This is an optimization exercise on Yosys and OpenROAD, whose aim is small area, not a production implementation. Function was checked by simulation only, so behaviour that the tests miss may differ from the original. Power is estimated from default activity; no workload was simulated.

==> design/flow/config.mk <==
export PLATFORM = sky130hd
export DESIGN_NAME = physics_core
export DESIGN_NICKNAME = physics_core
export VERILOG_FILES = /design/flow/design.v
export SDC_FILE = /design/flow/constraint.sdc
export NUM_CORES = 4
export LEC_CHECK = 0
export CAP_MARGIN = 20
export CORE_MARGIN = 2
export CORE_UTILIZATION = 40
export SLEW_MARGIN = 20
==> design/flow/constraint.sdc <==
create_clock -name core_clock -period 10.0 [get_ports {aclk}]
set_input_delay 2.0000 -clock core_clock [delete_from_list [all_inputs] [get_ports {aclk}]]
set_output_delay 2.0000 -clock core_clock [all_outputs]
set_load 0.01 [all_outputs]
==> design/flow/design.v <==
module physics_core # (
      parameter	  WIDTH     = 75,      
      parameter	  HEIGHT    = 50      
   )    (
   input wire		    aclk,	     
   input wire		    aresetn,
   input wire [15:0]	ip_pc_paddle_1_X,
   input wire [15:0]	ip_pc_paddle_1_Y,
   input wire [15:0]    ip_pc_paddle_1_Z,
   input wire           ip_pc_paddle_1_valid,
   input wire [15:0]	ip_pc_paddle_2_X,
   input wire [15:0]	ip_pc_paddle_2_Y,
   input wire [15:0]    ip_pc_paddle_2_Z,
   input wire           ip_pc_paddle_2_valid,
   input wire [15:0]	iBall_X,
   input wire [15:0]	iBall_Y,
   input wire [15:0]	iBall_Z,
   output wire [15:0]	pc_gr_ball_X_p1,
   output wire [15:0]	pc_gr_ball_Y_p1,
   output wire [15:0]	pc_gr_ball_Z_p1,
   output wire [15:0]  pc_gr_paddle_1_X_p1,  
   output wire [15:0]  pc_gr_paddle_1_Y_p1, 
   output wire [15:0]  pc_gr_paddle_1_Z_p1, 
   output wire [15:0]  pc_gr_paddle_2_X_p1, 
   output wire [15:0]  pc_gr_paddle_2_Y_p1,  
   output wire [15:0]  pc_gr_paddle_2_Z_p1
);
parameter GRAVITY        = 10;    
parameter SCREEN_HEIGHT  = 480;
parameter SCREEN_WIDTH   = 640;
parameter BALL_RADIUS    = 16;
parameter [2:0] BALL_IDLE               = 3'd0,
                PADDLE_1_BALL_COLLISION = 3'd1,
                PADDLE_2_BALL_COLLISION = 3'd2,
                BALL_COLLISION          = 3'd3; 
reg [15:0]  ip_pc_paddle_1_X_p1; 
reg [15:0]  ip_pc_paddle_1_Y_p1; 
reg [15:0]  ip_pc_paddle_1_Z_p1;  
reg [15:0]  ip_pc_paddle_2_X_p1; 
reg [15:0]  ip_pc_paddle_2_Y_p1;  
reg [15:0]  ip_pc_paddle_2_Z_p1;
reg [15:0] paddle_1_velocity_X;
reg [15:0] paddle_1_velocity_Y;
reg [15:0] paddle_1_velocity_Z;
reg [15:0] paddle_2_velocity_X;
reg [15:0] paddle_2_velocity_Y;
reg [15:0] paddle_2_velocity_Z;
reg [15:0] ball_X_p1;
reg [15:0] ball_Y_p1;
reg [15:0] ball_Z_p1; 
reg [2:0] ball_state;
always @(posedge aclk) begin
   if (~aresetn) begin
      ball_X_p1	                <= 16'd0;
	  ball_Y_p1	                <= 16'd0;
	  ball_Z_p1	                <= 16'd0;
      ip_pc_paddle_1_X_p1	    <= 16'd0;
      ip_pc_paddle_1_Y_p1		<= 16'd0;
      ip_pc_paddle_1_Z_p1		<= 16'd0;
      ip_pc_paddle_2_X_p1	    <= 16'd0;
      ip_pc_paddle_2_Y_p1		<= 16'd0;
      ip_pc_paddle_2_Z_p1		<= 16'd0;
      paddle_1_velocity_X       <= 16'd0;
      paddle_1_velocity_Y       <= 16'd0;
      paddle_1_velocity_Z       <= 16'd0;
      paddle_2_velocity_X       <= 16'd0;
      paddle_2_velocity_Y       <= 16'd0;
      paddle_2_velocity_Z       <= 16'd0;
      ball_state                <= BALL_IDLE;
    end else begin
        case (ball_state)
            BALL_IDLE : begin
               if (ip_pc_paddle_1_valid) begin
	               ip_pc_paddle_1_X_p1	   <= ip_pc_paddle_1_X;   
	               ip_pc_paddle_1_Y_p1	   <= ip_pc_paddle_1_Y;
	               ip_pc_paddle_1_Z_p1	   <= ip_pc_paddle_1_Z;   
	           end
	           if (ip_pc_paddle_2_valid) begin
	               ip_pc_paddle_2_X_p1	   <= ip_pc_paddle_2_X;   
	               ip_pc_paddle_2_Y_p1	   <= ip_pc_paddle_2_Y;
	               ip_pc_paddle_2_Z_p1	   <= ip_pc_paddle_2_Z;  
	           end
	           paddle_1_velocity_X       <= 16'd0;
               paddle_1_velocity_Y       <= 16'd0;
               paddle_1_velocity_Z       <= 16'd0;
               paddle_2_velocity_X       <= 16'd0;
               paddle_2_velocity_Y       <= 16'd0;
               paddle_2_velocity_Z       <= 16'd0;
               ball_X_p1                 <= iBall_X;
	           ball_Y_p1                 <= iBall_Y;
	           ball_Z_p1                 <= iBall_Z;
	           if ( (ball_X_p1 < (ip_pc_paddle_1_X_p1 + WIDTH) ) && (ball_X_p1 > ip_pc_paddle_1_X_p1 ) && 
	                (ball_Y_p1 < (ip_pc_paddle_1_Y_p1 + HEIGHT)) && (ball_Y_p1 > ip_pc_paddle_1_Y_p1 ) && 
	                ((ball_Z_p1 - ip_pc_paddle_1_Z_p1) == BALL_RADIUS) ) begin
                   ball_state  <= PADDLE_1_BALL_COLLISION;
	           end else if ( (ball_X_p1 < (ip_pc_paddle_2_X_p1 + WIDTH) ) && (ball_X_p1 > ip_pc_paddle_2_X_p1 ) && 
	                         (ball_Y_p1 < (ip_pc_paddle_2_Y_p1 + HEIGHT)) && (ball_Y_p1 > ip_pc_paddle_2_Y_p1 ) && 
	                         ((ball_Z_p1 + BALL_RADIUS) == ip_pc_paddle_2_Z_p1) ) begin
                   ball_state  <= PADDLE_2_BALL_COLLISION;
               end else begin
                   ball_state  <= BALL_IDLE; 
               end
            end
            PADDLE_1_BALL_COLLISION : begin
                if (ip_pc_paddle_1_X > ip_pc_paddle_1_X_p1) begin
	               paddle_1_velocity_X   <= (ip_pc_paddle_1_X - ip_pc_paddle_1_X_p1);
	            end
	            if (ip_pc_paddle_1_Y > ip_pc_paddle_1_Y_p1) begin
	               paddle_1_velocity_Y   <= (ip_pc_paddle_1_Y - ip_pc_paddle_1_Y_p1);
	            end
	            if (ip_pc_paddle_1_Z > ip_pc_paddle_1_Z_p1) begin
	               paddle_1_velocity_Z   <= (ip_pc_paddle_1_Z - ip_pc_paddle_1_Z_p1);
	            end
	            ball_state  <= BALL_COLLISION;
	       end
	       PADDLE_2_BALL_COLLISION : begin
                if (ip_pc_paddle_2_X > ip_pc_paddle_2_X_p1) begin
	               paddle_2_velocity_X   <= (ip_pc_paddle_2_X - ip_pc_paddle_2_X_p1);
	            end
	            if (ip_pc_paddle_2_Y > ip_pc_paddle_2_Y_p1) begin
	               paddle_2_velocity_Y   <= (ip_pc_paddle_2_Y - ip_pc_paddle_2_Y_p1);
	            end
	            if (ip_pc_paddle_2_Z > ip_pc_paddle_2_Z_p1) begin
	               paddle_2_velocity_Z   <= (ip_pc_paddle_2_Z - ip_pc_paddle_2_Z_p1);
	            end
	            ball_state  <= BALL_COLLISION;
	        end
	        BALL_COLLISION : begin
	           if (ball_X_p1 >= 16'd640) begin	     
	               ball_X_p1       <= SCREEN_WIDTH >> 1;
	               ball_Y_p1       <= ball_Y_p1 + paddle_1_velocity_Y - GRAVITY;
	               ball_Z_p1       <= ball_Z_p1 + paddle_1_velocity_Z - GRAVITY;	         
                end else if (ball_Y_p1 >= 16'd480) begin	      
	               ball_X_p1       <= ball_X_p1 + paddle_1_velocity_X - GRAVITY;
	               ball_Y_p1       <= SCREEN_HEIGHT >> 1;
	               ball_Z_p1       <= ball_Z_p1 + paddle_1_velocity_Z - GRAVITY;
                end else if (ball_Y_p1 == 0) begin	          
	               ball_X_p1       <= ball_X_p1 + paddle_1_velocity_X - GRAVITY;
	               ball_Y_p1       <= SCREEN_HEIGHT >> 1;
	               ball_Z_p1       <= ball_Z_p1 + paddle_1_velocity_Z - GRAVITY;
                end else begin	 
	               ball_X_p1	   <= ball_X_p1 + paddle_1_velocity_X - GRAVITY;
	               ball_Y_p1	   <= ball_Y_p1 + paddle_1_velocity_Y - GRAVITY;
	               ball_Z_p1	   <= ball_Z_p1 + paddle_1_velocity_Z - GRAVITY;
	            end 
	           if ( (ball_X_p1 < (ip_pc_paddle_1_X_p1 + WIDTH) ) && (ball_X_p1 > ip_pc_paddle_1_X_p1 ) && 
	                (ball_Y_p1 < (ip_pc_paddle_1_Y_p1 + HEIGHT)) && (ball_Y_p1 > ip_pc_paddle_1_Y_p1 ) && 
	                ((ball_Z_p1 - ip_pc_paddle_1_Z_p1) == BALL_RADIUS) ) begin
                   ball_state  <= PADDLE_1_BALL_COLLISION;
	           end else if ( (ball_X_p1 < (ip_pc_paddle_2_X_p1 + WIDTH) ) && (ball_X_p1 > ip_pc_paddle_2_X_p1 ) && 
	                         (ball_Y_p1 < (ip_pc_paddle_2_Y_p1 + HEIGHT)) && (ball_Y_p1 > ip_pc_paddle_2_Y_p1 ) && 
	                         ((ball_Z_p1 + BALL_RADIUS) == ip_pc_paddle_2_Z_p1) ) begin
                   ball_state  <= PADDLE_2_BALL_COLLISION;
               end else begin
                   ball_state  <= BALL_IDLE; 
               end
	         end
        endcase
    end
end
assign pc_gr_ball_X_p1  = ball_X_p1;
assign pc_gr_ball_Y_p1  = ball_Y_p1;
assign pc_gr_ball_Z_p1  = ball_Z_p1;
assign pc_gr_paddle_1_X_p1  = ip_pc_paddle_1_X_p1;
assign pc_gr_paddle_1_Y_p1  = ip_pc_paddle_1_Y_p1;
assign pc_gr_paddle_1_Z_p1  = ip_pc_paddle_1_Z_p1;
assign pc_gr_paddle_2_X_p1  = ip_pc_paddle_2_X_p1;
assign pc_gr_paddle_2_Y_p1  = ip_pc_paddle_2_Y_p1;
assign pc_gr_paddle_2_Z_p1  = ip_pc_paddle_2_Z_p1;
endmodule
==> design/flow/run.sh <==
#!/bin/bash
# synth_recipe.tcl (not shown) runs the flow's synth.tcl, then flattens the netlist and writes it again
# the make line also repeats each setting of config.mk as NAME=value (left out here)
make -C /OpenROAD-flow-scripts/flow DESIGN_CONFIG=/design/flow/config.mk WORK_HOME=/design/flow/orfs CLKGATE_MAP_FILE= SYNTH_SCRIPT=/design/flow/synth_recipe.tcl finish
==> notes.md <==
## cell families (layout without fill, tap and decap cells)
family,count (synthesis),after routing,synth area share
DFF,194,194,0.225
and+or+nand+nor,708,708,0.199
buffers and inverters,332,590,0.0731
other,0,6,0
muxes,6,6,0.00348
adders and majority gates,291,291,0.214
AOI/OAI and AO/OA,575,575,0.214
xor gates and xnor gates,143,143,0.0726
## power by group
| group | total, W | leakage [nW] | switching [W] | internal, W |
|---|---|---|---|---|
| clock network | 0.000688 | 0.247 | 0.000342 | 0.000345 |
| registers | 0.00115 | 1.59 | 0.000258 | 0.000890 |
| logic | 0.00265 | 6.74 | 0.00147 | 0.00117 |
| total | 0.00448 | 8.58 | 0.00207 | 0.00241 |
## final cells by class
type / count / area share
tap: 546 / 0.0322
clock buffer: 21 / 0.0212
sequential: 194 / 0.183
timing repair buffer: 302 / 0.143
multi-input combinational: 1723 / 0.571
clock inverter: 9 / 0.00406
inverter: 258 / 0.0458
antenna: 6 / 0.000707
## final timing paths
| check | start | end | slack, ns | cells past startpoint |
|---|---|---|---|---|
| max | ip_pc_paddle_1_Z[0] | paddle_1_velocity_Z[10] | 5.03 | 13 |
| min | paddle_1_velocity_Y[8] | paddle_1_velocity_Y[8] | 0.46 | 2 |
| max reg2reg | ip_pc_paddle_1_X_p1[0] | ball_state[1] | 5.52 | 14 |
| min reg2reg | paddle_1_velocity_Y[8] | paddle_1_velocity_Y[8] | 0.46 | 2 |
## Yosys cell counts, types with 7 or more instances
cell type  number
ha_1          285
nand2_1       279
inv_1         256
a21oi_1       255
dfxtp_1       194
xnor2_1       114
nor2_1         93
nand3_1        76
o21ai_0        69
clkbuf_1       61
nor3_1         53
nand2b_1       37
a211oi_1       36
a21o_1         36
nand4_1        36
o21a_1         34
xor2_1         29
and3_1         27
nor2b_1        27
a221oi_1       21
a31oi_1        15
o211ai_1       15
nor4_1         13
o31ai_1        11
or2_2          11
or3_1          10
and2_1          9
o21bai_1        9
and4_1          8
o221ai_1        8
or4_1           7
## per-layer routing
layer  up-vias  GRT usage  share of wire
met3        95     0.0598          0.056
met2       435      0.443           0.47
li1       8418          -              -
met1      8010      0.333           0.44
met4        10      0.101          0.030
met5         -          0        0.00088
## critical path: cells and delay by family
family / cells / cell delay [ns]
AOI/OAI and AO/OA: 6 / 1.39
and+or+nand+nor: 2 / 0.81
adders and majority gates: 2 / 0.57
buffers and inverters: 3 / 0.55
## through the flow
step	utilization	instance area, sq um	power, W
after floorplan	-	17300	0.00288
after global placement	0.482	20600	0.00372
after detailed placement	0.482	20600	0.00378
after CTS	0.495	21200	0.00449
after global routing	0.496	21200	0.00486
final	0.496	21200	0.00448
==> impl_metrics.ini <==
[final_layout]
multiInputGateArea_sq_um = 12100
mostFrequentLayoutCells = clkdlybuf4s50_1, ha_1, nand2_1
mostFrequentLayoutCell = clkdlybuf4s50_1
n_fill_cell = 4239
seq_area_sq_um = 3880
nets = 2935
post_route_cells_drive_above_1_share = 0.0303
syn2layout_area_growth_pct = 23.1
final_cells = 3059

[drt]
vias = 17000
drt_first_iter_violations = 1020
wirelength_um = 59200
drc = 0
vias_per_cell = 5.55
wl_per_cell_um = 19.4
ant_nets = 0
first_pass_iters = 5

[clock_network]
cts_resized = 0
cts_inserted_buffers = 17
ctsHoldBuffers = 0
insertion_delay_ns = 0.51
cts-root-buf = clkbuf_16
clk_pin_slew_ns = 0.08
post_cts_buffers = 0
clkSinkCount = 194
cts.path.max_buffers = 2
tritoncts = built
cts-htree-levels = 4

[sta]
fin_tns_setup_ns = 0
skew_ns = 0.0108
maxSlewViolCount = 0
setup_viol = 0
finalHoldViolations = 0
layout_min_cycle_time_ns = 4.97
worst_slack_ns = 5.03
relSlewSlack = 0.263
period_share = 0.497
hold_ws_ns = 0.463
fmax_mhz = 201
worst_slew_pin_slew_ns = 1.10
rsz0062_at_grt = no

[setup_path]
cp-start-kind = input pin
critPathMaxStageDelay_ns = 0.60
critical_path_peak_fanout = 22
crit_type = in -> reg
slowest_stage = or2_1
crit_chain = clkdlybuf4s50_1, inv_1, ha_1, inv_1, fa_1, a21o_1, a21o_1, a211oi_2, o211ai_1, a311oi_2, or2_1, nand4b_1, a21oi_1
cp-end-kind = register
worstPathRequired_ns = 10.36
crit_arrival_ns = 5.32

[die]
initial_core_util = 0.403
io_pins = 292
die_h_um = 212
die_w_um = 212
coreArea_sq_um = 42800
core.rowCount = 76
die_area_sq_um = 44800

[pwr]
peakVddDrop_mv = 0.132
powerDensity_nw_per_um2 = 211
p_leak_nw = 8.58

[logic_synthesis]
netlist_area_sq_um = 17300
ys_top_cells_by_area = dfxtp_1, ha_1, a21oi_1, nand2_1, xnor2_1
synth_top_area_cell = dfxtp_1
synth_cell_types = 79
async_reset_ff_frac = 0
synthFlopType = dfxtp_1
netlist_instances = 2249
ys_seq_area_frac = 0.225
yosysTopAreaCellShare = 0.225
syn_area_per_cell_sq_um = 7.67
syn-num-nets = 2688
ys_seq_elements = 194
synth_edf_count = 0
yosysWarnings = 1

[place]
dp_hpwl_um = 46600
numPlacedInstances = 3021
place_ws_ns = 4.51
numPortBuffers = 291
gp_congestion = 0.920

[grt]
grt_max_degree = 109
grt_pass1_wl_um = 91000
grt_usage = 0.265
grt_pass1_vias = 16600
antenna_found_initial = 10
overflow = 0

[worst_hold_path]
hp-class = reg -> reg

[flow_run]
drv_cap = 0

[run_status]
status = finished clean

==> what the ideal ports hide <==
How much do the figures lean on ideal ports? The routed layout below was timed once more, with nothing changed but the port constraints. Step 1, drivers: a clkbuf_16 drives aclk and a buf_2 each remaining input, both assumed. Step 2 moves the port delays by t, midway between the first and last clock arrival at a register: inputs arrive t later, outputs are due t later. That takes back most of the time a late clock gives input paths. a / b / c = no drivers / after step 1 / after step 2; a / b = the first two.
t, ns: 0.557
setup WS [ns]: 5.032 / 5.066 / 4.509
hold WS [ns]: 0.463 / 0.463 / 0.463
latest minus earliest clock arrival (ns): 0.012 / 0.012
cell pins on the clock port's net: 1
After both steps this run still meets setup and hold. The setup slack of this run moves by +0.034 ns with the drivers and by -0.523 ns with both steps.
